Source: an optimization exercise on an open RTL-to-GDS flow (aim: small area, a short achievable clock period and few clock cycles per item). Production flows keep margins and buffers that such runs may drop.
RTL that was checked went through simulation tests only; none was proved equivalent to the original.
Function not checked in run 2: the RTL went through the layout flow alone.

## flow/design.v (module list and top-level ports; edited modules follow where they fit)
// module booth_multiplier: 602 lines
// module bm_fa: 4 lines
// module bm_ha: 4 lines
// module bm_cpa: 730 lines
// module bm_x: 3 lines
// module bm_xn: 3 lines
// module bm_gp: 4 lines
// module bm_aoi: 3 lines
// module bm_oai: 3 lines
// module bm_nand: 3 lines
// module bm_nor: 3 lines
// module bm_inv: 3 lines
module booth_multiplier #(
    parameter int N = 64
)(
    input  logic                    clk,
    input  logic                    rst,
    input  logic                    start,
    input  logic signed [N-1:0]     multiplicand,
    input  logic signed [N-1:0]     multiplier,
    output logic signed [(2*N)-1:0] product,
    output logic                    done
);
  // ...
==> flow/flow/run.sh <==
#!/bin/bash
# Own layout flow: the standard flow, with the port buffers made from
# sky130_fd_sc_hd__buf_1 cells instead of the default cell.
set -e
cp standard.sh standard_sh.txt
echo "export BUFFER_PORTS_ARGS = -buffer_cell sky130_fd_sc_hd__buf_1" >> config.mk
bash standard.sh > standard.log 2>&1
==> flow/standard.sh <==
#!/bin/bash
# synth_recipe.tcl (not shown) runs the flow's synth.tcl, then flattens the netlist and writes it again
# the make line also repeats each setting of config.mk as NAME=value (left out here)
make -C /OpenROAD-flow-scripts/flow DESIGN_CONFIG=/design/flow/config.mk WORK_HOME=/design/flow/orfs CLKGATE_MAP_FILE= SYNTH_SCRIPT=/design/flow/synth_recipe.tcl "${@:-finish}"
==> flow/config.mk <==
export PLATFORM = sky130hd
export DESIGN_NAME = booth_multiplier
export DESIGN_NICKNAME = booth_multiplier
export VERILOG_FILES = /design/flow/design.v
export SDC_FILE = /design/flow/constraint.sdc
export NUM_CORES = 4
export LEC_CHECK = 0
export CAP_MARGIN = 20
export CORE_MARGIN = 2
export CORE_UTILIZATION = 50
export SETUP_SLACK_MARGIN = 3.3
export SLEW_MARGIN = 20
export SYNTH_HIERARCHICAL = 1
export SYNTH_MINIMUM_KEEP_SIZE = 0
export BUFFER_PORTS_ARGS = -buffer_cell sky130_fd_sc_hd__buf_1
==> flow/constraint.sdc <==
create_clock -name core_clock -period 6.0 [get_ports {clk}]
set_input_delay 1.2000 -clock core_clock [delete_from_list [all_inputs] [get_ports {clk}]]
set_output_delay 1.2000 -clock core_clock [all_outputs]
set_load 0.01 [all_outputs]
==> reports/qor.yml, run 1 <==
min_path:
  hp-class: "primary input to asynchronous set/reset pin"
global_routing:
  met2_usage_pct: 48.8
  grt_max_degree: 74
  grt_busiest_layer: "met2"
  grtUsageTotal_pct: 29.8
synthesis:
  syn-cell-area_mm2: 0.0250
  yosys_warnings: 7
timing:
  fin_tns_setup_ns: 0
  layout_min_cycle_time_ns: 2.67
  setup_viol: 0
  slew_violations: 0
  period_share_pct: 44.5
floorplanning:
  std_cell_rows: 81
  die_area_mm2: 0.0518
clocking:
  hold_buffers: 0
  cts_setup_buffers: 12
  clock-sinks: 304
setup_path:
  cp-startpoint: "twob[0]$_DFF_P_"
  crit_slowest_cell: "dfxtp_4"
  r2r_slack_ns: 3.33
  critPathTopFamily: "adder cells"
  worstSetupPathType: "flip-flop to flip-flop"
routing:
  m1WireLength_um: 33000
  wl_met3_um: 5080
  wl_per_cell_um: 23.8
  dr.max_layer_used: "met5"
run_status:
  status: "finished clean"
layout:
  non_clock_buffer_area_share_pct: 5.23
  n_all_buffers: 300
  areaGrowthSynthToFinish_pct: 12.3
  clock_area_share_pct: 4.53
  seq_area_mm2: 0.00754
place:
  place_congestion: 0.909
Testbench counts, summed over its fixed seeds: cycles 2,880, items 288.
==> run 2: changes to the inputs <==
--- a/flow/design.v
+++ b/flow/design.v
@@ -604,17 +604,17 @@
     assign s  = a ^ b ^ c;
     assign co = (a & b) | (a & c) | (b & c);
 endmodule
 module bm_ha (input logic a, input logic b, output logic s, output logic co);
     assign s  = a ^ b;
     assign co = a & b;
 endmodule
 module bm_cpa (input logic [71:0] a, input logic [71:0] b, output logic [71:0] s);
-    logic G0, G1, P1, G2, P2, G3, P3, G4, P4, G5, P5, G6, P6, G7, P7, G8, P8, G9, P9, G10, P10, G11, P11, G12, P12, G13, P13, G14, P14, G15, P15, G16, P16, G17, P17, G18, P18, G19, P19, G20, P20, G21, P21, G22, P22, G23, P23, G24, P24, G25, P25, G26, P26, G27, P27, G28, P28, G29, P29, G30, P30, G31, P31, G32, P32, G33, P33, G34, P34, G35, P35, G36, G37, P37, G38, P38, G39, P39, G40, P40, G41, P41, G42, P42, G43, P43, G44, P44, G45, P45, G46, P46, G47, P47, G48, P48, G49, P49, G50, P50, G51, P51, G52, P52, G53, P53, G54, P54, G55, P55, G56, P56, G57, P57, G58, P58, G59, P59, G60, P60, G61, P61, G62, P62, G63, P63, G64, P64, G65, P65, G66, P66, G67, P67, G68, P68, G69, P69, G70, P70, I71, G72, G73, G74, P74, G75, P75, G76, P76, G77, P77, G78, P78, G79, P79, G80, P80, G81, P81, G82, P82, G83, P83, G84, P84, G85, P85, G86, P86, G87, P87, G88, P88, G89, P89, G90, P90, G91, P91, G92, P92, G93, P93, G94, P94, G95, P95, G96, P96, G97, P97, G98, P98, G99, P99, G100, P100, G101, P101, G102, P102, G103, P103, G104, P104, G105, P105, I106, I107, G108, G109, G110, G111, G112, P112, G113, P113, G114, P114, G115, P115, G116, P116, G117, P117, G118, P118, G119, P119, G120, P120, G121, P121, G122, P122, G123, P123, G124, P124, G125, P125, G126, P126, G127, P127, G128, P128, G129, P129, G130, P130, G131, P131, G132, P132, G133, P133, G134, P134, G135, P135, G136, P136, G137, P137, G138, P138, G139, P139, I140, I141, I142, I143, G144, G145, G146, G147, G148, G149, G150, G151, G152, P152, G153, P153, G154, P154, G155, P155, G156, P156, G157, P157, G158, P158, G159, P159, G160, P160, G161, P161, G162, P162, G163, P163, G164, P164, G165, P165, G166, P166, G167, P167, G168, P168, G169, P169, G170, P170, G171, P171, I172, I173, I174, I175, I176, I177, I178, I179, G180, G181, G182, G183, G184, G185, G186, G187, G188, G189, G190, G191, G192, G193, G194, G195, G196, P196, G197, P197, G198, P198, G199, P199, I200, I201, I202, I203, I204, I205, I206, I207, I208, I209, I210, I211, I212, I213, I214, I215, G216, G217, G218, G219, I220, I221, I222, I223, I224, I225, I226, I227, I228, I229, I230, I231, I232, I233, I234, I235, I236, I237, I238, I239, I240, I241, I242, I243, I244, I245, I246, I247, I248, I249, I250, I251, I252, J252, G253, I254, J254, G255, I256, J256, G257, I258, J258, G259, I260, J260, G261, I262, J262, G263, I264, J264, G265, I266, J266, G267, I268, J268, G269, I270, J270, G271, I272, J272, G273, I274, J274, G275, I276, J276, G277, I278, J278, G279, I280, J280, G281, I282, J282, G283, I284, J284, G285, I286, J286, G287, I288, J288, G289, I290, J290, G291, I292, J292, G293, I294, J294, G295, I296, J296, G297, I298, J298, G299, I300, J300, G301, I302, J302, G303, I304, J304, G305, I306, J306, G307, I308, J308, G309, I310, J310, G311, I312, J312, G313, I314, J314, G315, I316, J316, G317, I318, J318, G319, I320, J320, G321;
+    logic G0, G1, P1, G2, P2, G3, P3, G4, P4, G5, P5, G6, P6, G7, P7, G8, P8, G9, P9, G10, P10, G11, P11, G12, P12, G13, P13, G14, P14, G15, P15, G16, P16, G17, P17, G18, P18, G19, P19, G20, P20, G21, P21, G22, P22, G23, P23, G24, P24, G25, P25, G26, P26, G27, P27, G28, P28, G29, P29, G30, P30, G31, P31, G32, P32, G33, P33, G34, P34, G35, P35, G36, G37, P37, G38, P38, G39, P39, G40, P40, G41, P41, G42, P42, G43, P43, G44, P44, G45, P45, G46, P46, G47, P47, G48, P48, G49, P49, G50, P50, G51, P51, G52, P52, G53, P53, G54, P54, G55, P55, G56, P56, G57, P57, G58, P58, G59, P59, G60, P60, G61, P61, G62, P62, G63, P63, G64, P64, G65, P65, G66, P66, G67, P67, G68, P68, G69, P69, G70, P70, I71, G72, G73, G74, P74, G75, P75, G76, P76, G77, P77, G78, P78, G79, P79, G80, P80, G81, P81, G82, P82, G83, P83, G84, P84, G85, P85, G86, P86, G87, P87, G88, P88, G89, P89, G90, P90, G91, P91, G92, P92, G93, P93, G94, P94, G95, P95, G96, P96, G97, P97, G98, P98, G99, P99, G100, P100, G101, P101, G102, P102, G103, P103, G104, P104, G105, P105, G106, I107, G108, G109, G110, G111, P111, G112, P112, G113, P113, G114, P114, G115, P115, G116, P116, G117, P117, G118, P118, G119, P119, G120, P120, G121, P121, G122, P122, G123, P123, G124, P124, G125, P125, G126, P126, G127, P127, G128, P128, G129, P129, G130, P130, G131, P131, G132, P132, G133, P133, G134, P134, G135, P135, G136, P136, G137, P137, G138, P138, G139, G140, I141, G142, I143, G144, G145, G146, G147, G148, G149, P149, G150, P150, G151, P151, G152, P152, G153, P153, G154, P154, G155, P155, G156, P156, G157, P157, G158, P158, G159, P159, G160, P160, G161, P161, G162, P162, G163, P163, G164, P164, G165, P165, G166, P166, G167, P167, G168, P168, G169, G170, G171, G172, I173, G174, I175, G176, I177, G178, I179, G180, G181, G182, G183, G184, G185, G186, G187, G188, G189, P189, G190, P190, G191, P191, G192, P192, G193, G194, G195, G196, G197, G198, G199, G200, G201, G202, G203, G204, I205, G206, I207, G208, I209, G210, I211, G212, I213, G214, I215, G216, I217, G218, I219, G220, G221, G222, G223, G224, G225, G226, G227, G228, G229, G230, G231, G232, G233, G234, G235, G236, I237, G238, I239, G240, I241, G242;
     logic [71:0] p, gn, pn;
     bm_x  ux0 (.a(a[0]), .b(b[0]), .y(p[0]));
     bm_gp ug0 (.a(a[0]), .b(b[0]), .gn(gn[0]), .pn(pn[0]));
     bm_x  ux1 (.a(a[1]), .b(b[1]), .y(p[1]));
     bm_gp ug1 (.a(a[1]), .b(b[1]), .gn(gn[1]), .pn(pn[1]));
     bm_x  ux2 (.a(a[2]), .b(b[2]), .y(p[2]));
     bm_gp ug2 (.a(a[2]), .b(b[2]), .gn(gn[2]), .pn(pn[2]));
     bm_x  ux3 (.a(a[3]), .b(b[3]), .y(p[3]));
@@ -957,391 +957,277 @@
     bm_oai u_G102 (.g1(G67), .p1(P67), .g0(G65), .y(G102));
     bm_nor u_P102 (.a(P67), .b(P65), .y(P102));
     bm_oai u_G103 (.g1(G68), .p1(P68), .g0(G66), .y(G103));
     bm_nor u_P103 (.a(P68), .b(P66), .y(P103));
     bm_oai u_G104 (.g1(G69), .p1(P69), .g0(G67), .y(G104));
     bm_nor u_P104 (.a(P69), .b(P67), .y(P104));
     bm_oai u_G105 (.g1(G70), .p1(P70), .g0(G68), .y(G105));
     bm_nor u_P105 (.a(P70), .b(P68), .y(P105));
-    bm_inv u_I106 (.a(I71), .y(I106));
+    bm_aoi u_G106 (.g1(G74), .p1(P74), .g0(G0), .y(G106));
     bm_inv u_I107 (.a(G36), .y(I107));
-    bm_aoi u_G108 (.g1(G74), .p1(P74), .g0(I106), .y(G108));
-    bm_aoi u_G109 (.g1(G75), .p1(P75), .g0(I107), .y(G109));
-    bm_aoi u_G110 (.g1(G76), .p1(P76), .g0(G72), .y(G110));
-    bm_aoi u_G111 (.g1(G77), .p1(P77), .g0(G73), .y(G111));
-    bm_aoi u_G112 (.g1(G78), .p1(P78), .g0(G74), .y(G112));
-    bm_nand u_P112 (.a(P78), .b(P74), .y(P112));
-    bm_aoi u_G113 (.g1(G79), .p1(P79), .g0(G75), .y(G113));
-    bm_nand u_P113 (.a(P79), .b(P75), .y(P113));
-    bm_aoi u_G114 (.g1(G80), .p1(P80), .g0(G76), .y(G114));
-    bm_nand u_P114 (.a(P80), .b(P76), .y(P114));
-    bm_aoi u_G115 (.g1(G81), .p1(P81), .g0(G77), .y(G115));
-    bm_nand u_P115 (.a(P81), .b(P77), .y(P115));
-    bm_aoi u_G116 (.g1(G82), .p1(P82), .g0(G78), .y(G116));
-    bm_nand u_P116 (.a(P82), .b(P78), .y(P116));
-    bm_aoi u_G117 (.g1(G83), .p1(P83), .g0(G79), .y(G117));
-    bm_nand u_P117 (.a(P83), .b(P79), .y(P117));
-    bm_aoi u_G118 (.g1(G84), .p1(P84), .g0(G80), .y(G118));
-    bm_nand u_P118 (.a(P84), .b(P80), .y(P118));
-    bm_aoi u_G119 (.g1(G85), .p1(P85), .g0(G81), .y(G119));
-    bm_nand u_P119 (.a(P85), .b(P81), .y(P119));
-    bm_aoi u_G120 (.g1(G86), .p1(P86), .g0(G82), .y(G120));
-    bm_nand u_P120 (.a(P86), .b(P82), .y(P120));
-    bm_aoi u_G121 (.g1(G87), .p1(P87), .g0(G83), .y(G121));
-    bm_nand u_P121 (.a(P87), .b(P83), .y(P121));
-    bm_aoi u_G122 (.g1(G88), .p1(P88), .g0(G84), .y(G122));
-    bm_nand u_P122 (.a(P88), .b(P84), .y(P122));
-    bm_aoi u_G123 (.g1(G89), .p1(P89), .g0(G85), .y(G123));
-    bm_nand u_P123 (.a(P89), .b(P85), .y(P123));
-    bm_aoi u_G124 (.g1(G90), .p1(P90), .g0(G86), .y(G124));
-    bm_nand u_P124 (.a(P90), .b(P86), .y(P124));
-    bm_aoi u_G125 (.g1(G91), .p1(P91), .g0(G87), .y(G125));
-    bm_nand u_P125 (.a(P91), .b(P87), .y(P125));
-    bm_aoi u_G126 (.g1(G92), .p1(P92), .g0(G88), .y(G126));
-    bm_nand u_P126 (.a(P92), .b(P88), .y(P126));
-    bm_aoi u_G127 (.g1(G93), .p1(P93), .g0(G89), .y(G127));
-    bm_nand u_P127 (.a(P93), .b(P89), .y(P127));
-    bm_aoi u_G128 (.g1(G94), .p1(P94), .g0(G90), .y(G128));
-    bm_nand u_P128 (.a(P94), .b(P90), .y(P128));
-    bm_aoi u_G129 (.g1(G95), .p1(P95), .g0(G91), .y(G129));
-    bm_nand u_P129 (.a(P95), .b(P91), .y(P129));
-    bm_aoi u_G130 (.g1(G96), .p1(P96), .g0(G92), .y(G130));
-    bm_nand u_P130 (.a(P96), .b(P92), .y(P130));
-    bm_aoi u_G131 (.g1(G97), .p1(P97), .g0(G93), .y(G131));
-    bm_nand u_P131 (.a(P97), .b(P93), .y(P131));
-    bm_aoi u_G132 (.g1(G98), .p1(P98), .g0(G94), .y(G132));
-    bm_nand u_P132 (.a(P98), .b(P94), .y(P132));
-    bm_aoi u_G133 (.g1(G99), .p1(P99), .g0(G95), .y(G133));
-    bm_nand u_P133 (.a(P99), .b(P95), .y(P133));
-    bm_aoi u_G134 (.g1(G100), .p1(P100), .g0(G96), .y(G134));
-    bm_nand u_P134 (.a(P100), .b(P96), .y(P134));
-    bm_aoi u_G135 (.g1(G101), .p1(P101), .g0(G97), .y(G135));
-    bm_nand u_P135 (.a(P101), .b(P97), .y(P135));
-    bm_aoi u_G136 (.g1(G102), .p1(P102), .g0(G98), .y(G136));
-    bm_nand u_P136 (.a(P102), .b(P98), .y(P136));
-    bm_aoi u_G137 (.g1(G103), .p1(P103), .g0(G99), .y(G137));
-    bm_nand u_P137 (.a(P103), .b(P99), .y(P137));
-    bm_aoi u_G138 (.g1(G104), .p1(P104), .g0(G100), .y(G138));
-    bm_nand u_P138 (.a(P104), .b(P100), .y(P138));
-    bm_aoi u_G139 (.g1(G105), .p1(P105), .g0(G101), .y(G139));
-    bm_nand u_P139 (.a(P105), .b(P101), .y(P139));
-    bm_inv u_I140 (.a(I106), .y(I140));
-    bm_inv u_I141 (.a(I107), .y(I141));
-    bm_inv u_I142 (.a(G72), .y(I142));
+    bm_aoi u_G108 (.g1(G75), .p1(P75), .g0(I107), .y(G108));
+    bm_aoi u_G109 (.g1(G76), .p1(P76), .g0(G72), .y(G109));
+    bm_aoi u_G110 (.g1(G77), .p1(P77), .g0(G73), .y(G110));
+    bm_aoi u_G111 (.g1(G78), .p1(P78), .g0(G74), .y(G111));
+    bm_nand u_P111 (.a(P78), .b(P74), .y(P111));
+    bm_aoi u_G112 (.g1(G79), .p1(P79), .g0(G75), .y(G112));
+    bm_nand u_P112 (.a(P79), .b(P75), .y(P112));
+    bm_aoi u_G113 (.g1(G80), .p1(P80), .g0(G76), .y(G113));
+    bm_nand u_P113 (.a(P80), .b(P76), .y(P113));
+    bm_aoi u_G114 (.g1(G81), .p1(P81), .g0(G77), .y(G114));
+    bm_nand u_P114 (.a(P81), .b(P77), .y(P114));
+    bm_aoi u_G115 (.g1(G82), .p1(P82), .g0(G78), .y(G115));
+    bm_nand u_P115 (.a(P82), .b(P78), .y(P115));
+    bm_aoi u_G116 (.g1(G83), .p1(P83), .g0(G79), .y(G116));
+    bm_nand u_P116 (.a(P83), .b(P79), .y(P116));
+    bm_aoi u_G117 (.g1(G84), .p1(P84), .g0(G80), .y(G117));
+    bm_nand u_P117 (.a(P84), .b(P80), .y(P117));
+    bm_aoi u_G118 (.g1(G85), .p1(P85), .g0(G81), .y(G118));
+    bm_nand u_P118 (.a(P85), .b(P81), .y(P118));
+    bm_aoi u_G119 (.g1(G86), .p1(P86), .g0(G82), .y(G119));
+    bm_nand u_P119 (.a(P86), .b(P82), .y(P119));
+    bm_aoi u_G120 (.g1(G87), .p1(P87), .g0(G83), .y(G120));
+    bm_nand u_P120 (.a(P87), .b(P83), .y(P120));
+    bm_aoi u_G121 (.g1(G88), .p1(P88), .g0(G84), .y(G121));
+    bm_nand u_P121 (.a(P88), .b(P84), .y(P121));
+    bm_aoi u_G122 (.g1(G89), .p1(P89), .g0(G85), .y(G122));
+    bm_nand u_P122 (.a(P89), .b(P85), .y(P122));
+    bm_aoi u_G123 (.g1(G90), .p1(P90), .g0(G86), .y(G123));
+    bm_nand u_P123 (.a(P90), .b(P86), .y(P123));
+    bm_aoi u_G124 (.g1(G91), .p1(P91), .g0(G87), .y(G124));
+    bm_nand u_P124 (.a(P91), .b(P87), .y(P124));
+    bm_aoi u_G125 (.g1(G92), .p1(P92), .g0(G88), .y(G125));
+    bm_nand u_P125 (.a(P92), .b(P88), .y(P125));
+    bm_aoi u_G126 (.g1(G93), .p1(P93), .g0(G89), .y(G126));
+    bm_nand u_P126 (.a(P93), .b(P89), .y(P126));
+    bm_aoi u_G127 (.g1(G94), .p1(P94), .g0(G90), .y(G127));
+    bm_nand u_P127 (.a(P94), .b(P90), .y(P127));
+    bm_aoi u_G128 (.g1(G95), .p1(P95), .g0(G91), .y(G128));
+    bm_nand u_P128 (.a(P95), .b(P91), .y(P128));
+    bm_aoi u_G129 (.g1(G96), .p1(P96), .g0(G92), .y(G129));
+    bm_nand u_P129 (.a(P96), .b(P92), .y(P129));
+    bm_aoi u_G130 (.g1(G97), .p1(P97), .g0(G93), .y(G130));
+    bm_nand u_P130 (.a(P97), .b(P93), .y(P130));
+    bm_aoi u_G131 (.g1(G98), .p1(P98), .g0(G94), .y(G131));
+    bm_nand u_P131 (.a(P98), .b(P94), .y(P131));
+    bm_aoi u_G132 (.g1(G99), .p1(P99), .g0(G95), .y(G132));
+    bm_nand u_P132 (.a(P99), .b(P95), .y(P132));
+    bm_aoi u_G133 (.g1(G100), .p1(P100), .g0(G96), .y(G133));
+    bm_nand u_P133 (.a(P100), .b(P96), .y(P133));
+    bm_aoi u_G134 (.g1(G101), .p1(P101), .g0(G97), .y(G134));
+    bm_nand u_P134 (.a(P101), .b(P97), .y(P134));
+    bm_aoi u_G135 (.g1(G102), .p1(P102), .g0(G98), .y(G135));
+    bm_nand u_P135 (.a(P102), .b(P98), .y(P135));
+    bm_aoi u_G136 (.g1(G103), .p1(P103), .g0(G99), .y(G136));
+    bm_nand u_P136 (.a(P103), .b(P99), .y(P136));
+    bm_aoi u_G137 (.g1(G104), .p1(P104), .g0(G100), .y(G137));
+    bm_nand u_P137 (.a(P104), .b(P100), .y(P137));
+    bm_aoi u_G138 (.g1(G105), .p1(P105), .g0(G101), .y(G138));
+    bm_nand u_P138 (.a(P105), .b(P101), .y(P138));
+    bm_oai u_G139 (.g1(G111), .p1(P111), .g0(I71), .y(G139));
+    bm_oai u_G140 (.g1(G112), .p1(P112), .g0(G36), .y(G140));
+    bm_inv u_I141 (.a(G72), .y(I141));
+    bm_oai u_G142 (.g1(G113), .p1(P113), .g0(I141), .y(G142));
     bm_inv u_I143 (.a(G73), .y(I143));
-    bm_oai u_G144 (.g1(G112), .p1(P112), .g0(I140), .y(G144));
-    bm_oai u_G145 (.g1(G113), .p1(P113), .g0(I141), .y(G145));
-    bm_oai u_G146 (.g1(G114), .p1(P114), .g0(I142), .y(G146));
-    bm_oai u_G147 (.g1(G115), .p1(P115), .g0(I143), .y(G147));
-    bm_oai u_G148 (.g1(G116), .p1(P116), .g0(G108), .y(G148));
-    bm_oai u_G149 (.g1(G117), .p1(P117), .g0(G109), .y(G149));
-    bm_oai u_G150 (.g1(G118), .p1(P118), .g0(G110), .y(G150));
-    bm_oai u_G151 (.g1(G119), .p1(P119), .g0(G111), .y(G151));
-    bm_oai u_G152 (.g1(G120), .p1(P120), .g0(G112), .y(G152));
-    bm_nor u_P152 (.a(P120), .b(P112), .y(P152));
-    bm_oai u_G153 (.g1(G121), .p1(P121), .g0(G113), .y(G153));
-    bm_nor u_P153 (.a(P121), .b(P113), .y(P153));
-    bm_oai u_G154 (.g1(G122), .p1(P122), .g0(G114), .y(G154));
-    bm_nor u_P154 (.a(P122), .b(P114), .y(P154));
-    bm_oai u_G155 (.g1(G123), .p1(P123), .g0(G115), .y(G155));
-    bm_nor u_P155 (.a(P123), .b(P115), .y(P155));
-    bm_oai u_G156 (.g1(G124), .p1(P124), .g0(G116), .y(G156));
-    bm_nor u_P156 (.a(P124), .b(P116), .y(P156));
-    bm_oai u_G157 (.g1(G125), .p1(P125), .g0(G117), .y(G157));
-    bm_nor u_P157 (.a(P125), .b(P117), .y(P157));
-    bm_oai u_G158 (.g1(G126), .p1(P126), .g0(G118), .y(G158));
-    bm_nor u_P158 (.a(P126), .b(P118), .y(P158));
-    bm_oai u_G159 (.g1(G127), .p1(P127), .g0(G119), .y(G159));
-    bm_nor u_P159 (.a(P127), .b(P119), .y(P159));
-    bm_oai u_G160 (.g1(G128), .p1(P128), .g0(G120), .y(G160));
-    bm_nor u_P160 (.a(P128), .b(P120), .y(P160));
-    bm_oai u_G161 (.g1(G129), .p1(P129), .g0(G121), .y(G161));
-    bm_nor u_P161 (.a(P129), .b(P121), .y(P161));
-    bm_oai u_G162 (.g1(G130), .p1(P130), .g0(G122), .y(G162));
-    bm_nor u_P162 (.a(P130), .b(P122), .y(P162));
-    bm_oai u_G163 (.g1(G131), .p1(P131), .g0(G123), .y(G163));
-    bm_nor u_P163 (.a(P131), .b(P123), .y(P163));
-    bm_oai u_G164 (.g1(G132), .p1(P132), .g0(G124), .y(G164));
-    bm_nor u_P164 (.a(P132), .b(P124), .y(P164));
-    bm_oai u_G165 (.g1(G133), .p1(P133), .g0(G125), .y(G165));
-    bm_nor u_P165 (.a(P133), .b(P125), .y(P165));
-    bm_oai u_G166 (.g1(G134), .p1(P134), .g0(G126), .y(G166));
-    bm_nor u_P166 (.a(P134), .b(P126), .y(P166));
-    bm_oai u_G167 (.g1(G135), .p1(P135), .g0(G127), .y(G167));
-    bm_nor u_P167 (.a(P135), .b(P127), .y(P167));
-    bm_oai u_G168 (.g1(G136), .p1(P136), .g0(G128), .y(G168));
-    bm_nor u_P168 (.a(P136), .b(P128), .y(P168));
-    bm_oai u_G169 (.g1(G137), .p1(P137), .g0(G129), .y(G169));
-    bm_nor u_P169 (.a(P137), .b(P129), .y(P169));
-    bm_oai u_G170 (.g1(G138), .p1(P138), .g0(G130), .y(G170));
-    bm_nor u_P170 (.a(P138), .b(P130), .y(P170));
-    bm_oai u_G171 (.g1(G139), .p1(P139), .g0(G131), .y(G171));
-    bm_nor u_P171 (.a(P139), .b(P131), .y(P171));
-    bm_inv u_I172 (.a(I140), .y(I172));
-    bm_inv u_I173 (.a(I141), .y(I173));
-    bm_inv u_I174 (.a(I142), .y(I174));
-    bm_inv u_I175 (.a(I143), .y(I175));
-    bm_inv u_I176 (.a(G108), .y(I176));
+    bm_oai u_G144 (.g1(G114), .p1(P114), .g0(I143), .y(G144));
+    bm_oai u_G145 (.g1(G115), .p1(P115), .g0(G106), .y(G145));
+    bm_oai u_G146 (.g1(G116), .p1(P116), .g0(G108), .y(G146));
+    bm_oai u_G147 (.g1(G117), .p1(P117), .g0(G109), .y(G147));
+    bm_oai u_G148 (.g1(G118), .p1(P118), .g0(G110), .y(G148));
+    bm_oai u_G149 (.g1(G119), .p1(P119), .g0(G111), .y(G149));
+    bm_nor u_P149 (.a(P119), .b(P111), .y(P149));
+    bm_oai u_G150 (.g1(G120), .p1(P120), .g0(G112), .y(G150));
+    bm_nor u_P150 (.a(P120), .b(P112), .y(P150));
+    bm_oai u_G151 (.g1(G121), .p1(P121), .g0(G113), .y(G151));
+    bm_nor u_P151 (.a(P121), .b(P113), .y(P151));
+    bm_oai u_G152 (.g1(G122), .p1(P122), .g0(G114), .y(G152));
+    bm_nor u_P152 (.a(P122), .b(P114), .y(P152));
+    bm_oai u_G153 (.g1(G123), .p1(P123), .g0(G115), .y(G153));
+    bm_nor u_P153 (.a(P123), .b(P115), .y(P153));
+    bm_oai u_G154 (.g1(G124), .p1(P124), .g0(G116), .y(G154));
+    bm_nor u_P154 (.a(P124), .b(P116), .y(P154));
+    bm_oai u_G155 (.g1(G125), .p1(P125), .g0(G117), .y(G155));
+    bm_nor u_P155 (.a(P125), .b(P117), .y(P155));
+    bm_oai u_G156 (.g1(G126), .p1(P126), .g0(G118), .y(G156));
+    bm_nor u_P156 (.a(P126), .b(P118), .y(P156));
+    bm_oai u_G157 (.g1(G127), .p1(P127), .g0(G119), .y(G157));
+    bm_nor u_P157 (.a(P127), .b(P119), .y(P157));
+    bm_oai u_G158 (.g1(G128), .p1(P128), .g0(G120), .y(G158));
+    bm_nor u_P158 (.a(P128), .b(P120), .y(P158));
+    bm_oai u_G159 (.g1(G129), .p1(P129), .g0(G121), .y(G159));
+    bm_nor u_P159 (.a(P129), .b(P121), .y(P159));
+    bm_oai u_G160 (.g1(G130), .p1(P130), .g0(G122), .y(G160));
+    bm_nor u_P160 (.a(P130), .b(P122), .y(P160));
+    bm_oai u_G161 (.g1(G131), .p1(P131), .g0(G123), .y(G161));
+    bm_nor u_P161 (.a(P131), .b(P123), .y(P161));
+    bm_oai u_G162 (.g1(G132), .p1(P132), .g0(G124), .y(G162));
+    bm_nor u_P162 (.a(P132), .b(P124), .y(P162));
+    bm_oai u_G163 (.g1(G133), .p1(P133), .g0(G125), .y(G163));
+    bm_nor u_P163 (.a(P133), .b(P125), .y(P163));
+    bm_oai u_G164 (.g1(G134), .p1(P134), .g0(G126), .y(G164));
+    bm_nor u_P164 (.a(P134), .b(P126), .y(P164));
+    bm_oai u_G165 (.g1(G135), .p1(P135), .g0(G127), .y(G165));
+    bm_nor u_P165 (.a(P135), .b(P127), .y(P165));
+    bm_oai u_G166 (.g1(G136), .p1(P136), .g0(G128), .y(G166));
+    bm_nor u_P166 (.a(P136), .b(P128), .y(P166));
+    bm_oai u_G167 (.g1(G137), .p1(P137), .g0(G129), .y(G167));
+    bm_nor u_P167 (.a(P137), .b(P129), .y(P167));
+    bm_oai u_G168 (.g1(G138), .p1(P138), .g0(G130), .y(G168));
+    bm_nor u_P168 (.a(P138), .b(P130), .y(P168));
+    bm_aoi u_G169 (.g1(G149), .p1(P149), .g0(G0), .y(G169));
+    bm_aoi u_G170 (.g1(G150), .p1(P150), .g0(I107), .y(G170));
+    bm_aoi u_G171 (.g1(G151), .p1(P151), .g0(G72), .y(G171));
+    bm_aoi u_G172 (.g1(G152), .p1(P152), .g0(G73), .y(G172));
+    bm_inv u_I173 (.a(G106), .y(I173));
+    bm_aoi u_G174 (.g1(G153), .p1(P153), .g0(I173), .y(G174));
+    bm_inv u_I175 (.a(G108), .y(I175));
+    bm_aoi u_G176 (.g1(G154), .p1(P154), .g0(I175), .y(G176));
     bm_inv u_I177 (.a(G109), .y(I177));
-    bm_inv u_I178 (.a(G110), .y(I178));
-    bm_inv u_I179 (.a(G111), .y(I179));
-    bm_aoi u_G180 (.g1(G152), .p1(P152), .g0(I172), .y(G180));
-    bm_aoi u_G181 (.g1(G153), .p1(P153), .g0(I173), .y(G181));
-    bm_aoi u_G182 (.g1(G154), .p1(P154), .g0(I174), .y(G182));
-    bm_aoi u_G183 (.g1(G155), .p1(P155), .g0(I175), .y(G183));
-    bm_aoi u_G184 (.g1(G156), .p1(P156), .g0(I176), .y(G184));
-    bm_aoi u_G185 (.g1(G157), .p1(P157), .g0(I177), .y(G185));
-    bm_aoi u_G186 (.g1(G158), .p1(P158), .g0(I178), .y(G186));
-    bm_aoi u_G187 (.g1(G159), .p1(P159), .g0(I179), .y(G187));
-    bm_aoi u_G188 (.g1(G160), .p1(P160), .g0(G144), .y(G188));
-    bm_aoi u_G189 (.g1(G161), .p1(P161), .g0(G145), .y(G189));
-    bm_aoi u_G190 (.g1(G162), .p1(P162), .g0(G146), .y(G190));
-    bm_aoi u_G191 (.g1(G163), .p1(P163), .g0(G147), .y(G191));
-    bm_aoi u_G192 (.g1(G164), .p1(P164), .g0(G148), .y(G192));
-    bm_aoi u_G193 (.g1(G165), .p1(P165), .g0(G149), .y(G193));
-    bm_aoi u_G194 (.g1(G166), .p1(P166), .g0(G150), .y(G194));
-    bm_aoi u_G195 (.g1(G167), .p1(P167), .g0(G151), .y(G195));
-    bm_aoi u_G196 (.g1(G168), .p1(P168), .g0(G152), .y(G196));
-    bm_nand u_P196 (.a(P168), .b(P152), .y(P196));
-    bm_aoi u_G197 (.g1(G169), .p1(P169), .g0(G153), .y(G197));
-    bm_nand u_P197 (.a(P169), .b(P153), .y(P197));
-    bm_aoi u_G198 (.g1(G170), .p1(P170), .g0(G154), .y(G198));
-    bm_nand u_P198 (.a(P170), .b(P154), .y(P198));
-    bm_aoi u_G199 (.g1(G171), .p1(P171), .g0(G155), .y(G199));
-    bm_nand u_P199 (.a(P171), .b(P155), .y(P199));
-    bm_inv u_I200 (.a(I172), .y(I200));
-    bm_inv u_I201 (.a(I173), .y(I201));
-    bm_inv u_I202 (.a(I174), .y(I202));
-    bm_inv u_I203 (.a(I175), .y(I203));
-    bm_inv u_I204 (.a(I176), .y(I204));
-    bm_inv u_I205 (.a(I177), .y(I205));
-    bm_inv u_I206 (.a(I178), .y(I206));
-    bm_inv u_I207 (.a(I179), .y(I207));
-    bm_inv u_I208 (.a(G144), .y(I208));
-    bm_inv u_I209 (.a(G145), .y(I209));
-    bm_inv u_I210 (.a(G146), .y(I210));
-    bm_inv u_I211 (.a(G147), .y(I211));
-    bm_inv u_I212 (.a(G148), .y(I212));
-    bm_inv u_I213 (.a(G149), .y(I213));
-    bm_inv u_I214 (.a(G150), .y(I214));
-    bm_inv u_I215 (.a(G151), .y(I215));
-    bm_oai u_G216 (.g1(G196), .p1(P196), .g0(I200), .y(G216));
-    bm_oai u_G217 (.g1(G197), .p1(P197), .g0(I201), .y(G217));
-    bm_oai u_G218 (.g1(G198), .p1(P198), .g0(I202), .y(G218));
-    bm_oai u_G219 (.g1(G199), .p1(P199), .g0(I203), .y(G219));
-    bm_inv u_I220 (.a(I200), .y(I220));
-    bm_inv u_I221 (.a(I201), .y(I221));
-    bm_inv u_I222 (.a(I202), .y(I222));
-    bm_inv u_I223 (.a(I203), .y(I223));
-    bm_inv u_I224 (.a(I204), .y(I224));
-    bm_inv u_I225 (.a(I205), .y(I225));
-    bm_inv u_I226 (.a(I206), .y(I226));
-    bm_inv u_I227 (.a(I207), .y(I227));
-    bm_inv u_I228 (.a(I208), .y(I228));
-    bm_inv u_I229 (.a(I209), .y(I229));
-    bm_inv u_I230 (.a(I210), .y(I230));
-    bm_inv u_I231 (.a(I211), .y(I231));
-    bm_inv u_I232 (.a(I212), .y(I232));
-    bm_inv u_I233 (.a(I213), .y(I233));
-    bm_inv u_I234 (.a(I214), .y(I234));
-    bm_inv u_I235 (.a(I215), .y(I235));
-    bm_inv u_I236 (.a(G180), .y(I236));
-    bm_inv u_I237 (.a(G181), .y(I237));
-    bm_inv u_I238 (.a(G182), .y(I238));
-    bm_inv u_I239 (.a(G183), .y(I239));
-    bm_inv u_I240 (.a(G184), .y(I240));
-    bm_inv u_I241 (.a(G185), .y(I241));
-    bm_inv u_I242 (.a(G186), .y(I242));
-    bm_inv u_I243 (.a(G187), .y(I243));
-    bm_inv u_I244 (.a(G188), .y(I244));
-    bm_inv u_I245 (.a(G189), .y(I245));
-    bm_inv u_I246 (.a(G190), .y(I246));
-    bm_inv u_I247 (.a(G191), .y(I247));
-    bm_inv u_I248 (.a(G192), .y(I248));
-    bm_inv u_I249 (.a(G193), .y(I249));
-    bm_inv u_I250 (.a(G194), .y(I250));
-    bm_inv u_I251 (.a(G195), .y(I251));
-    bm_inv u_I252 (.a(gn[2]), .y(I252));
-    bm_inv u_J252 (.a(pn[2]), .y(J252));
-    bm_aoi u_G253 (.g1(I252), .p1(J252), .g0(I220), .y(G253));
-    bm_inv u_I254 (.a(gn[4]), .y(I254));
-    bm_inv u_J254 (.a(pn[4]), .y(J254));
-    bm_aoi u_G255 (.g1(I254), .p1(J254), .g0(I221), .y(G255));
-    bm_inv u_I256 (.a(gn[6]), .y(I256));
-    bm_inv u_J256 (.a(pn[6]), .y(J256));
-    bm_aoi u_G257 (.g1(I256), .p1(J256), .g0(I222), .y(G257));
-    bm_inv u_I258 (.a(gn[8]), .y(I258));
-    bm_inv u_J258 (.a(pn[8]), .y(J258));
-    bm_aoi u_G259 (.g1(I258), .p1(J258), .g0(I223), .y(G259));
-    bm_inv u_I260 (.a(gn[10]), .y(I260));
-    bm_inv u_J260 (.a(pn[10]), .y(J260));
-    bm_aoi u_G261 (.g1(I260), .p1(J260), .g0(I224), .y(G261));
-    bm_inv u_I262 (.a(gn[12]), .y(I262));
-    bm_inv u_J262 (.a(pn[12]), .y(J262));
-    bm_aoi u_G263 (.g1(I262), .p1(J262), .g0(I225), .y(G263));
-    bm_inv u_I264 (.a(gn[14]), .y(I264));
-    bm_inv u_J264 (.a(pn[14]), .y(J264));
-    bm_aoi u_G265 (.g1(I264), .p1(J264), .g0(I226), .y(G265));
-    bm_inv u_I266 (.a(gn[16]), .y(I266));
-    bm_inv u_J266 (.a(pn[16]), .y(J266));
-    bm_aoi u_G267 (.g1(I266), .p1(J266), .g0(I227), .y(G267));
-    bm_inv u_I268 (.a(gn[18]), .y(I268));
-    bm_inv u_J268 (.a(pn[18]), .y(J268));
-    bm_aoi u_G269 (.g1(I268), .p1(J268), .g0(I228), .y(G269));
-    bm_inv u_I270 (.a(gn[20]), .y(I270));
-    bm_inv u_J270 (.a(pn[20]), .y(J270));
-    bm_aoi u_G271 (.g1(I270), .p1(J270), .g0(I229), .y(G271));
-    bm_inv u_I272 (.a(gn[22]), .y(I272));
-    bm_inv u_J272 (.a(pn[22]), .y(J272));
-    bm_aoi u_G273 (.g1(I272), .p1(J272), .g0(I230), .y(G273));
-    bm_inv u_I274 (.a(gn[24]), .y(I274));
-    bm_inv u_J274 (.a(pn[24]), .y(J274));
-    bm_aoi u_G275 (.g1(I274), .p1(J274), .g0(I231), .y(G275));
-    bm_inv u_I276 (.a(gn[26]), .y(I276));
-    bm_inv u_J276 (.a(pn[26]), .y(J276));
-    bm_aoi u_G277 (.g1(I276), .p1(J276), .g0(I232), .y(G277));
-    bm_inv u_I278 (.a(gn[28]), .y(I278));
-    bm_inv u_J278 (.a(pn[28]), .y(J278));
-    bm_aoi u_G279 (.g1(I278), .p1(J278), .g0(I233), .y(G279));
-    bm_inv u_I280 (.a(gn[30]), .y(I280));
-    bm_inv u_J280 (.a(pn[30]), .y(J280));
-    bm_aoi u_G281 (.g1(I280), .p1(J280), .g0(I234), .y(G281));
-    bm_inv u_I282 (.a(gn[32]), .y(I282));
-    bm_inv u_J282 (.a(pn[32]), .y(J282));
-    bm_aoi u_G283 (.g1(I282), .p1(J282), .g0(I235), .y(G283));
-    bm_inv u_I284 (.a(gn[34]), .y(I284));
-    bm_inv u_J284 (.a(pn[34]), .y(J284));
-    bm_aoi u_G285 (.g1(I284), .p1(J284), .g0(I236), .y(G285));
-    bm_inv u_I286 (.a(gn[36]), .y(I286));
-    bm_inv u_J286 (.a(pn[36]), .y(J286));
-    bm_aoi u_G287 (.g1(I286), .p1(J286), .g0(I237), .y(G287));
-    bm_inv u_I288 (.a(gn[38]), .y(I288));
-    bm_inv u_J288 (.a(pn[38]), .y(J288));
-    bm_aoi u_G289 (.g1(I288), .p1(J288), .g0(I238), .y(G289));
-    bm_inv u_I290 (.a(gn[40]), .y(I290));
-    bm_inv u_J290 (.a(pn[40]), .y(J290));
-    bm_aoi u_G291 (.g1(I290), .p1(J290), .g0(I239), .y(G291));
-    bm_inv u_I292 (.a(gn[42]), .y(I292));
-    bm_inv u_J292 (.a(pn[42]), .y(J292));
-    bm_aoi u_G293 (.g1(I292), .p1(J292), .g0(I240), .y(G293));
-    bm_inv u_I294 (.a(gn[44]), .y(I294));
-    bm_inv u_J294 (.a(pn[44]), .y(J294));
-    bm_aoi u_G295 (.g1(I294), .p1(J294), .g0(I241), .y(G295));
-    bm_inv u_I296 (.a(gn[46]), .y(I296));
-    bm_inv u_J296 (.a(pn[46]), .y(J296));
-    bm_aoi u_G297 (.g1(I296), .p1(J296), .g0(I242), .y(G297));
-    bm_inv u_I298 (.a(gn[48]), .y(I298));
-    bm_inv u_J298 (.a(pn[48]), .y(J298));
-    bm_aoi u_G299 (.g1(I298), .p1(J298), .g0(I243), .y(G299));
-    bm_inv u_I300 (.a(gn[50]), .y(I300));
-    bm_inv u_J300 (.a(pn[50]), .y(J300));
-    bm_aoi u_G301 (.g1(I300), .p1(J300), .g0(I244), .y(G301));
-    bm_inv u_I302 (.a(gn[52]), .y(I302));
-    bm_inv u_J302 (.a(pn[52]), .y(J302));
-    bm_aoi u_G303 (.g1(I302), .p1(J302), .g0(I245), .y(G303));
-    bm_inv u_I304 (.a(gn[54]), .y(I304));
-    bm_inv u_J304 (.a(pn[54]), .y(J304));
-    bm_aoi u_G305 (.g1(I304), .p1(J304), .g0(I246), .y(G305));
-    bm_inv u_I306 (.a(gn[56]), .y(I306));
-    bm_inv u_J306 (.a(pn[56]), .y(J306));
-    bm_aoi u_G307 (.g1(I306), .p1(J306), .g0(I247), .y(G307));
-    bm_inv u_I308 (.a(gn[58]), .y(I308));
-    bm_inv u_J308 (.a(pn[58]), .y(J308));
-    bm_aoi u_G309 (.g1(I308), .p1(J308), .g0(I248), .y(G309));
-    bm_inv u_I310 (.a(gn[60]), .y(I310));
-    bm_inv u_J310 (.a(pn[60]), .y(J310));
-    bm_aoi u_G311 (.g1(I310), .p1(J310), .g0(I249), .y(G311));
-    bm_inv u_I312 (.a(gn[62]), .y(I312));
-    bm_inv u_J312 (.a(pn[62]), .y(J312));
-    bm_aoi u_G313 (.g1(I312), .p1(J312), .g0(I250), .y(G313));
-    bm_inv u_I314 (.a(gn[64]), .y(I314));
-    bm_inv u_J314 (.a(pn[64]), .y(J314));
-    bm_aoi u_G315 (.g1(I314), .p1(J314), .g0(I251), .y(G315));
-    bm_inv u_I316 (.a(gn[66]), .y(I316));
-    bm_inv u_J316 (.a(pn[66]), .y(J316));
-    bm_aoi u_G317 (.g1(I316), .p1(J316), .g0(G216), .y(G317));
-    bm_inv u_I318 (.a(gn[68]), .y(I318));
-    bm_inv u_J318 (.a(pn[68]), .y(J318));
-    bm_aoi u_G319 (.g1(I318), .p1(J318), .g0(G217), .y(G319));
-    bm_inv u_I320 (.a(gn[70]), .y(I320));
-    bm_inv u_J320 (.a(pn[70]), .y(J320));
-    bm_aoi u_G321 (.g1(I320), .p1(J320), .g0(G218), .y(G321));
+    bm_aoi u_G178 (.g1(G155), .p1(P155), .g0(I177), .y(G178));
+    bm_inv u_I179 (.a(G110), .y(I179));
+    bm_aoi u_G180 (.g1(G156), .p1(P156), .g0(I179), .y(G180));
+    bm_aoi u_G181 (.g1(G157), .p1(P157), .g0(G139), .y(G181));
+    bm_aoi u_G182 (.g1(G158), .p1(P158), .g0(G140), .y(G182));
+    bm_aoi u_G183 (.g1(G159), .p1(P159), .g0(G142), .y(G183));
+    bm_aoi u_G184 (.g1(G160), .p1(P160), .g0(G144), .y(G184));
+    bm_aoi u_G185 (.g1(G161), .p1(P161), .g0(G145), .y(G185));
+    bm_aoi u_G186 (.g1(G162), .p1(P162), .g0(G146), .y(G186));
+    bm_aoi u_G187 (.g1(G163), .p1(P163), .g0(G147), .y(G187));
+    bm_aoi u_G188 (.g1(G164), .p1(P164), .g0(G148), .y(G188));
+    bm_aoi u_G189 (.g1(G165), .p1(P165), .g0(G149), .y(G189));
+    bm_nand u_P189 (.a(P165), .b(P149), .y(P189));
+    bm_aoi u_G190 (.g1(G166), .p1(P166), .g0(G150), .y(G190));
+    bm_nand u_P190 (.a(P166), .b(P150), .y(P190));
+    bm_aoi u_G191 (.g1(G167), .p1(P167), .g0(G151), .y(G191));
+    bm_nand u_P191 (.a(P167), .b(P151), .y(P191));
+    bm_aoi u_G192 (.g1(G168), .p1(P168), .g0(G152), .y(G192));
+    bm_nand u_P192 (.a(P168), .b(P152), .y(P192));
+    bm_oai u_G193 (.g1(G189), .p1(P189), .g0(I71), .y(G193));
+    bm_oai u_G194 (.g1(G190), .p1(P190), .g0(G36), .y(G194));
+    bm_oai u_G195 (.g1(G191), .p1(P191), .g0(I141), .y(G195));
+    bm_oai u_G196 (.g1(G192), .p1(P192), .g0(I143), .y(G196));
+    bm_oai u_G197 (.g1(gn[2]), .p1(pn[2]), .g0(I71), .y(G197));
+    bm_oai u_G198 (.g1(gn[4]), .p1(pn[4]), .g0(G36), .y(G198));
+    bm_oai u_G199 (.g1(gn[6]), .p1(pn[6]), .g0(I141), .y(G199));
+    bm_oai u_G200 (.g1(gn[8]), .p1(pn[8]), .g0(I143), .y(G200));
+    bm_oai u_G201 (.g1(gn[10]), .p1(pn[10]), .g0(G106), .y(G201));
+    bm_oai u_G202 (.g1(gn[12]), .p1(pn[12]), .g0(G108), .y(G202));
+    bm_oai u_G203 (.g1(gn[14]), .p1(pn[14]), .g0(G109), .y(G203));
+    bm_oai u_G204 (.g1(gn[16]), .p1(pn[16]), .g0(G110), .y(G204));
+    bm_inv u_I205 (.a(G139), .y(I205));
+    bm_oai u_G206 (.g1(gn[18]), .p1(pn[18]), .g0(I205), .y(G206));
+    bm_inv u_I207 (.a(G140), .y(I207));
+    bm_oai u_G208 (.g1(gn[20]), .p1(pn[20]), .g0(I207), .y(G208));
+    bm_inv u_I209 (.a(G142), .y(I209));
+    bm_oai u_G210 (.g1(gn[22]), .p1(pn[22]), .g0(I209), .y(G210));
+    bm_inv u_I211 (.a(G144), .y(I211));
+    bm_oai u_G212 (.g1(gn[24]), .p1(pn[24]), .g0(I211), .y(G212));
+    bm_inv u_I213 (.a(G145), .y(I213));
+    bm_oai u_G214 (.g1(gn[26]), .p1(pn[26]), .g0(I213), .y(G214));
+    bm_inv u_I215 (.a(G146), .y(I215));
+    bm_oai u_G216 (.g1(gn[28]), .p1(pn[28]), .g0(I215), .y(G216));
+    bm_inv u_I217 (.a(G147), .y(I217));
+    bm_oai u_G218 (.g1(gn[30]), .p1(pn[30]), .g0(I217), .y(G218));
+    bm_inv u_I219 (.a(G148), .y(I219));
+    bm_oai u_G220 (.g1(gn[32]), .p1(pn[32]), .g0(I219), .y(G220));
+    bm_oai u_G221 (.g1(gn[34]), .p1(pn[34]), .g0(G169), .y(G221));
+    bm_oai u_G222 (.g1(gn[36]), .p1(pn[36]), .g0(G170), .y(G222));
+    bm_oai u_G223 (.g1(gn[38]), .p1(pn[38]), .g0(G171), .y(G223));
+    bm_oai u_G224 (.g1(gn[40]), .p1(pn[40]), .g0(G172), .y(G224));
+    bm_oai u_G225 (.g1(gn[42]), .p1(pn[42]), .g0(G174), .y(G225));
+    bm_oai u_G226 (.g1(gn[44]), .p1(pn[44]), .g0(G176), .y(G226));
+    bm_oai u_G227 (.g1(gn[46]), .p1(pn[46]), .g0(G178), .y(G227));
+    bm_oai u_G228 (.g1(gn[48]), .p1(pn[48]), .g0(G180), .y(G228));
+    bm_oai u_G229 (.g1(gn[50]), .p1(pn[50]), .g0(G181), .y(G229));
+    bm_oai u_G230 (.g1(gn[52]), .p1(pn[52]), .g0(G182), .y(G230));
+    bm_oai u_G231 (.g1(gn[54]), .p1(pn[54]), .g0(G183), .y(G231));
+    bm_oai u_G232 (.g1(gn[56]), .p1(pn[56]), .g0(G184), .y(G232));
+    bm_oai u_G233 (.g1(gn[58]), .p1(pn[58]), .g0(G185), .y(G233));
+    bm_oai u_G234 (.g1(gn[60]), .p1(pn[60]), .g0(G186), .y(G234));
+    bm_oai u_G235 (.g1(gn[62]), .p1(pn[62]), .g0(G187), .y(G235));
+    bm_oai u_G236 (.g1(gn[64]), .p1(pn[64]), .g0(G188), .y(G236));
+    bm_inv u_I237 (.a(G193), .y(I237));
+    bm_oai u_G238 (.g1(gn[66]), .p1(pn[66]), .g0(I237), .y(G238));
+    bm_inv u_I239 (.a(G194), .y(I239));
+    bm_oai u_G240 (.g1(gn[68]), .p1(pn[68]), .g0(I239), .y(G240));
+    bm_inv u_I241 (.a(G195), .y(I241));
+    bm_oai u_G242 (.g1(gn[70]), .p1(pn[70]), .g0(I241), .y(G242));
     assign s[0] = p[0];
     bm_xn us1 (.a(p[1]), .b(gn[0]), .y(s[1]));
-    bm_x  us2 (.a(p[2]), .b(I220), .y(s[2]));
-    bm_xn us3 (.a(p[3]), .b(G253), .y(s[3]));
-    bm_x  us4 (.a(p[4]), .b(I221), .y(s[4]));
-    bm_xn us5 (.a(p[5]), .b(G255), .y(s[5]));
-    bm_x  us6 (.a(p[6]), .b(I222), .y(s[6]));
-    bm_xn us7 (.a(p[7]), .b(G257), .y(s[7]));
-    bm_x  us8 (.a(p[8]), .b(I223), .y(s[8]));
-    bm_xn us9 (.a(p[9]), .b(G259), .y(s[9]));
-    bm_x  us10 (.a(p[10]), .b(I224), .y(s[10]));
-    bm_xn us11 (.a(p[11]), .b(G261), .y(s[11]));
-    bm_x  us12 (.a(p[12]), .b(I225), .y(s[12]));
-    bm_xn us13 (.a(p[13]), .b(G263), .y(s[13]));
-    bm_x  us14 (.a(p[14]), .b(I226), .y(s[14]));
-    bm_xn us15 (.a(p[15]), .b(G265), .y(s[15]));
-    bm_x  us16 (.a(p[16]), .b(I227), .y(s[16]));
-    bm_xn us17 (.a(p[17]), .b(G267), .y(s[17]));
-    bm_x  us18 (.a(p[18]), .b(I228), .y(s[18]));
-    bm_xn us19 (.a(p[19]), .b(G269), .y(s[19]));
-    bm_x  us20 (.a(p[20]), .b(I229), .y(s[20]));
-    bm_xn us21 (.a(p[21]), .b(G271), .y(s[21]));
-    bm_x  us22 (.a(p[22]), .b(I230), .y(s[22]));
-    bm_xn us23 (.a(p[23]), .b(G273), .y(s[23]));
-    bm_x  us24 (.a(p[24]), .b(I231), .y(s[24]));
-    bm_xn us25 (.a(p[25]), .b(G275), .y(s[25]));
-    bm_x  us26 (.a(p[26]), .b(I232), .y(s[26]));
-    bm_xn us27 (.a(p[27]), .b(G277), .y(s[27]));
-    bm_x  us28 (.a(p[28]), .b(I233), .y(s[28]));
-    bm_xn us29 (.a(p[29]), .b(G279), .y(s[29]));
-    bm_x  us30 (.a(p[30]), .b(I234), .y(s[30]));
-    bm_xn us31 (.a(p[31]), .b(G281), .y(s[31]));
-    bm_x  us32 (.a(p[32]), .b(I235), .y(s[32]));
-    bm_xn us33 (.a(p[33]), .b(G283), .y(s[33]));
-    bm_x  us34 (.a(p[34]), .b(I236), .y(s[34]));
-    bm_xn us35 (.a(p[35]), .b(G285), .y(s[35]));
-    bm_x  us36 (.a(p[36]), .b(I237), .y(s[36]));
-    bm_xn us37 (.a(p[37]), .b(G287), .y(s[37]));
-    bm_x  us38 (.a(p[38]), .b(I238), .y(s[38]));
-    bm_xn us39 (.a(p[39]), .b(G289), .y(s[39]));
-    bm_x  us40 (.a(p[40]), .b(I239), .y(s[40]));
-    bm_xn us41 (.a(p[41]), .b(G291), .y(s[41]));
-    bm_x  us42 (.a(p[42]), .b(I240), .y(s[42]));
-    bm_xn us43 (.a(p[43]), .b(G293), .y(s[43]));
-    bm_x  us44 (.a(p[44]), .b(I241), .y(s[44]));
-    bm_xn us45 (.a(p[45]), .b(G295), .y(s[45]));
-    bm_x  us46 (.a(p[46]), .b(I242), .y(s[46]));
-    bm_xn us47 (.a(p[47]), .b(G297), .y(s[47]));
-    bm_x  us48 (.a(p[48]), .b(I243), .y(s[48]));
-    bm_xn us49 (.a(p[49]), .b(G299), .y(s[49]));
-    bm_x  us50 (.a(p[50]), .b(I244), .y(s[50]));
-    bm_xn us51 (.a(p[51]), .b(G301), .y(s[51]));
-    bm_x  us52 (.a(p[52]), .b(I245), .y(s[52]));
-    bm_xn us53 (.a(p[53]), .b(G303), .y(s[53]));
-    bm_x  us54 (.a(p[54]), .b(I246), .y(s[54]));
-    bm_xn us55 (.a(p[55]), .b(G305), .y(s[55]));
-    bm_x  us56 (.a(p[56]), .b(I247), .y(s[56]));
-    bm_xn us57 (.a(p[57]), .b(G307), .y(s[57]));
-    bm_x  us58 (.a(p[58]), .b(I248), .y(s[58]));
-    bm_xn us59 (.a(p[59]), .b(G309), .y(s[59]));
-    bm_x  us60 (.a(p[60]), .b(I249), .y(s[60]));
-    bm_xn us61 (.a(p[61]), .b(G311), .y(s[61]));
-    bm_x  us62 (.a(p[62]), .b(I250), .y(s[62]));
-    bm_xn us63 (.a(p[63]), .b(G313), .y(s[63]));
-    bm_x  us64 (.a(p[64]), .b(I251), .y(s[64]));
-    bm_xn us65 (.a(p[65]), .b(G315), .y(s[65]));
-    bm_x  us66 (.a(p[66]), .b(G216), .y(s[66]));
-    bm_xn us67 (.a(p[67]), .b(G317), .y(s[67]));
-    bm_x  us68 (.a(p[68]), .b(G217), .y(s[68]));
-    bm_xn us69 (.a(p[69]), .b(G319), .y(s[69]));
-    bm_x  us70 (.a(p[70]), .b(G218), .y(s[70]));
-    bm_xn us71 (.a(p[71]), .b(G321), .y(s[71]));
+    bm_x  us2 (.a(p[2]), .b(G0), .y(s[2]));
+    bm_x  us3 (.a(p[3]), .b(G197), .y(s[3]));
+    bm_xn us4 (.a(p[4]), .b(G36), .y(s[4]));
+    bm_x  us5 (.a(p[5]), .b(G198), .y(s[5]));
+    bm_x  us6 (.a(p[6]), .b(G72), .y(s[6]));
+    bm_x  us7 (.a(p[7]), .b(G199), .y(s[7]));
+    bm_x  us8 (.a(p[8]), .b(G73), .y(s[8]));
+    bm_x  us9 (.a(p[9]), .b(G200), .y(s[9]));
+    bm_xn us10 (.a(p[10]), .b(G106), .y(s[10]));
+    bm_x  us11 (.a(p[11]), .b(G201), .y(s[11]));
+    bm_xn us12 (.a(p[12]), .b(G108), .y(s[12]));
+    bm_x  us13 (.a(p[13]), .b(G202), .y(s[13]));
+    bm_xn us14 (.a(p[14]), .b(G109), .y(s[14]));
+    bm_x  us15 (.a(p[15]), .b(G203), .y(s[15]));
+    bm_xn us16 (.a(p[16]), .b(G110), .y(s[16]));
+    bm_x  us17 (.a(p[17]), .b(G204), .y(s[17]));
+    bm_x  us18 (.a(p[18]), .b(G139), .y(s[18]));
+    bm_x  us19 (.a(p[19]), .b(G206), .y(s[19]));
+    bm_x  us20 (.a(p[20]), .b(G140), .y(s[20]));
+    bm_x  us21 (.a(p[21]), .b(G208), .y(s[21]));
+    bm_x  us22 (.a(p[22]), .b(G142), .y(s[22]));
+    bm_x  us23 (.a(p[23]), .b(G210), .y(s[23]));
+    bm_x  us24 (.a(p[24]), .b(G144), .y(s[24]));
+    bm_x  us25 (.a(p[25]), .b(G212), .y(s[25]));
+    bm_x  us26 (.a(p[26]), .b(G145), .y(s[26]));
+    bm_x  us27 (.a(p[27]), .b(G214), .y(s[27]));
+    bm_x  us28 (.a(p[28]), .b(G146), .y(s[28]));
+    bm_x  us29 (.a(p[29]), .b(G216), .y(s[29]));
+    bm_x  us30 (.a(p[30]), .b(G147), .y(s[30]));
+    bm_x  us31 (.a(p[31]), .b(G218), .y(s[31]));
+    bm_x  us32 (.a(p[32]), .b(G148), .y(s[32]));
+    bm_x  us33 (.a(p[33]), .b(G220), .y(s[33]));
+    bm_xn us34 (.a(p[34]), .b(G169), .y(s[34]));
+    bm_x  us35 (.a(p[35]), .b(G221), .y(s[35]));
+    bm_xn us36 (.a(p[36]), .b(G170), .y(s[36]));
+    bm_x  us37 (.a(p[37]), .b(G222), .y(s[37]));
+    bm_xn us38 (.a(p[38]), .b(G171), .y(s[38]));
+    bm_x  us39 (.a(p[39]), .b(G223), .y(s[39]));
+    bm_xn us40 (.a(p[40]), .b(G172), .y(s[40]));
+    bm_x  us41 (.a(p[41]), .b(G224), .y(s[41]));
+    bm_xn us42 (.a(p[42]), .b(G174), .y(s[42]));
+    bm_x  us43 (.a(p[43]), .b(G225), .y(s[43]));
+    bm_xn us44 (.a(p[44]), .b(G176), .y(s[44]));
+    bm_x  us45 (.a(p[45]), .b(G226), .y(s[45]));
+    bm_xn us46 (.a(p[46]), .b(G178), .y(s[46]));
+    bm_x  us47 (.a(p[47]), .b(G227), .y(s[47]));
+    bm_xn us48 (.a(p[48]), .b(G180), .y(s[48]));
+    bm_x  us49 (.a(p[49]), .b(G228), .y(s[49]));
+    bm_xn us50 (.a(p[50]), .b(G181), .y(s[50]));
+    bm_x  us51 (.a(p[51]), .b(G229), .y(s[51]));
+    bm_xn us52 (.a(p[52]), .b(G182), .y(s[52]));
+    bm_x  us53 (.a(p[53]), .b(G230), .y(s[53]));
+    bm_xn us54 (.a(p[54]), .b(G183), .y(s[54]));
+    bm_x  us55 (.a(p[55]), .b(G231), .y(s[55]));
+    bm_xn us56 (.a(p[56]), .b(G184), .y(s[56]));
+    bm_x  us57 (.a(p[57]), .b(G232), .y(s[57]));
+    bm_xn us58 (.a(p[58]), .b(G185), .y(s[58]));
+    bm_x  us59 (.a(p[59]), .b(G233), .y(s[59]));
+    bm_xn us60 (.a(p[60]), .b(G186), .y(s[60]));
+    bm_x  us61 (.a(p[61]), .b(G234), .y(s[61]));
+    bm_xn us62 (.a(p[62]), .b(G187), .y(s[62]));
+    bm_x  us63 (.a(p[63]), .b(G235), .y(s[63]));
+    bm_xn us64 (.a(p[64]), .b(G188), .y(s[64]));
+    bm_x  us65 (.a(p[65]), .b(G236), .y(s[65]));
+    bm_x  us66 (.a(p[66]), .b(G193), .y(s[66]));
+    bm_x  us67 (.a(p[67]), .b(G238), .y(s[67]));
+    bm_x  us68 (.a(p[68]), .b(G194), .y(s[68]));
+    bm_x  us69 (.a(p[69]), .b(G240), .y(s[69]));
+    bm_x  us70 (.a(p[70]), .b(G195), .y(s[70]));
+    bm_x  us71 (.a(p[71]), .b(G242), .y(s[71]));
 endmodule
 module bm_x (input logic a, input logic b, output logic y);
     assign y = a ^ b;
 endmodule
 module bm_xn (input logic a, input logic b, output logic y);
     assign y = ~(a ^ b);
 endmodule
 module bm_gp (input logic a, input logic b, output logic gn, output logic pn);
==> flow/config.mk (replaced) <==
export PLATFORM = sky130hd
export DESIGN_NAME = booth_multiplier
export DESIGN_NICKNAME = booth_multiplier
export VERILOG_FILES = /design/flow/design.v
export SDC_FILE = /design/flow/constraint.sdc
export NUM_CORES = 4
export LEC_CHECK = 0
export CAP_MARGIN = 20
export CORE_MARGIN = 2
export CORE_UTILIZATION = 60
export SETUP_SLACK_MARGIN = 3.15
export SLEW_MARGIN = 20
export SYNTH_HIERARCHICAL = 1
export SYNTH_MINIMUM_KEEP_SIZE = 0
export BUFFER_PORTS_ARGS = -buffer_cell sky130_fd_sc_hd__buf_1
==> reports/qor.yml, run 2 <==
run_status:
  status: "finished clean"
routing:
  drt_first_pass_iters: 6
  routed_via_density: 6.19
  wl_per_cell_um: 25.2  # +5.8%
  vias: 18500
  drc: 0
  drt_wl_total_um: 75400
  drt_iter0_markers: 1771
  antenna_left: 0
layout:
  stdcell_count: 2996
  final_util_pct: 68.0
  fin_nets: 2845
  layout.cells.most_common: "xnor2_1"
  drive_gt1_share_pct: 10.2
  areaGrowthSynthToFinish_pct: 11.2
  layout_common_cells: "xnor2_1, buf_1, fa_1"
floorplanning:
  core-area_mm2: 0.0400
  initial_core_util_pct: 61.2
  std_cell_rows: 73  # -9.9%
  die_area_mm2: 0.0424  # -18%
  die_height_um: 206
  io-pin-count: 260
  die_width_um: 206
clocking:
  cts_root_buf: "clkbuf_16"
  cts_buffers: 37
  clock-sinks: 304  # unchanged
  h-tree-depth: 2
  clk_latency_ns: 0.57
  clk_pin_slew_ns: 0.06
  clockBufferDepth: 3
  cts_tree: "built"
setup_path:
  r2r_start: "C[5]$_DFF_P_"
  cp_common_cell: "a21oi_2"
  r2r_slack_ns: 3.19  # -0.14 ns
  critPathMaxStageDelay_ns: 0.38
  r2r_cells: 10
  critical_path_required_ns: 6.31
  crit_slowest_cell: "a21oi_2"
  worstSetupPathType: "flip-flop to flip-flop"
  crit_arrival_ns: 3.12
  path_buf_inv: 1
  critPathTopFamily: "compound AO/OA/AOI/OAI gates"
  crit_chain: "nor2_1 -> o21ai_2 -> a21oi_2 -> o21ai_1 -> a21oi_2 -> inv_1 -> a21oi_2 -> o21ai_1 -> xor2_1 -> mux2_1"
  crit_fanout: 4
  end_kind: "flip-flop"
  start_kind: "flip-flop"
  r2r_end: "M[39]$_DFFE_PP_"
timing:
  timing.slew.headroom_pct: 26.9
  fin_skew_ns: 0.0255
  setup_viol: 0  # unchanged
  fmax_mhz: 356
  rsz0062_at_grt: "yes"
  period_share_pct: 46.9  # +2.3 points
  max_slew.worst_pin.slew_ns: 1.10
  fin_tns_setup_ns: 0  # unchanged
  hold_violations: 0
  slew_violations: 0  # unchanged
  layout_min_cycle_time_ns: 2.81  # +0.139 ns
global_routing:
  grtUsageTotal_pct: 35.8  # +6.1 points
  grt_pass1_vias: 18600
  grt_max_degree: 65  # -12%
  grt_pass1_wl_um: 114000
  overflow: 0
  antenna_found_initial: 2
place:
  place_congestion: 0.903  # -0.68%
  io_buffers: 259
  hpwl_um: 53800
  dp.cells: 2912
synthesis:
  yosys_warnings: 7  # unchanged
  syn_avg_cell_area_um2: 10.7
  syn-cell-area_mm2: 0.0245  # -2.1%
  syn-instance-count: 2276
min_path:
  hp-class: "primary input to asynchronous set/reset pin"
flow_run:
  maxCapViolCount: 0
[run 2: metal layers]
layer | up-vias | routed length [um] | GRT usage [%]
li1 | 8129 | - | -
met2 | 868 | 36200 | 59.0
met3 | 142 | 5710 | 5.47
met1 | 9407 | 31200 | 49.3
met5 | - | 0 | 0
met4 | 0 | 2320 | 10.7
[run 2: area by class of cell]
cell class / instances / area (um2)
multi-input combinational: 1771 / 16300
fill: 3158 / 12800
sequential: 304 / 7530
timing repair buffer: 298 / 1360
clock buffer: 51 / 1120
tap: 525 / 657
clock inverter: 17 / 149
inverter: 28 / 105
antenna: 2 / 5.00
[run 2: how the worst max path moves through the flow]
stage | from | to | slack (ns) | cells past startpoint
4_1_cts | C[18]$_DFF_P_ | M[59]$_DFFE_PP_ | 3.02 | 12
3_3_place_gp | firstc$_DFF_P_ | CL[6]$_DFF_P_ | 2.58 | 5
5_1_grt | C[3]$_DFF_P_ | M[59]$_DFFE_PP_ | 3.07 | 12
2_1_floorplan | firstc$_DFF_P_ | C[0]$_DFF_P_ | 3.38 | 6
3_5_place_dp | firstc$_DFF_P_ | C[0]$_DFF_P_ | 2.54 | 5
6_report | C[5]$_DFF_P_ | M[39]$_DFFE_PP_ | 3.19 | 10
[run 2: what timing repair did]
item | in CTS | in global routing
gates cloned | 2 | 0
resized for setup | 24 | 48
setup buffers | 6 | 6
pin swaps | 2 | 1
hold buffers | 0 | 0
setup endpoints to repair | 258 | 41
[run 2: metrics by stage]
stage / instance area, um2 / hold WS, ns / setup WS, ns
after detailed placement: 25500 / 0.506 / 2.54
after global routing: 27200 / 0.504 / 3.07
final: 27200 / 0.512 / 3.19
after global placement: 25500 / 0.480 / 2.58
after floorplan: 24500 / 0.465 / 3.38
after CTS: 27000 / 0.497 / 3.02

## afterwards: timing with drivers on the ports
How much do the figures lean on ideal ports? The routed layouts below were timed once more, with nothing changed but the port constraints. Step 1 (the two cells are an assumption about what drives the block):
set clk [get_ports {clk}]
set_driving_cell -lib_cell sky130_fd_sc_hd__clkbuf_16 $clk
set_driving_cell -lib_cell sky130_fd_sc_hd__buf_2 [delete_from_list [all_inputs] $clk]
Step 2 times the ports against the registers' clock, not the clock port: input delays grow and output delays shrink by t, the midpoint of the rising clock arrivals with the driver on. a / b / c = no drivers / after step 1 / after step 2; a / b = the first two.
| run | shift t [ns] | setup slack, ns | worst hold slack (ns) | worst data-port slew with drivers (ns) |
|---|---|---|---|---|
| run 1 | 0.615 | 3.328 / 3.328 / 2.910 | 0.484 / 0.465 / 0.509 | 0.06 |
| run 2 | 0.617 | 3.189 / 3.189 / 2.899 | 0.512 / 0.474 / 0.515 | 0.08 |
After both steps every run listed still meets setup and hold. The setup slack of run 1, which loses most, moves by 0.000 ns with the drivers and by -0.418 ns with both steps.
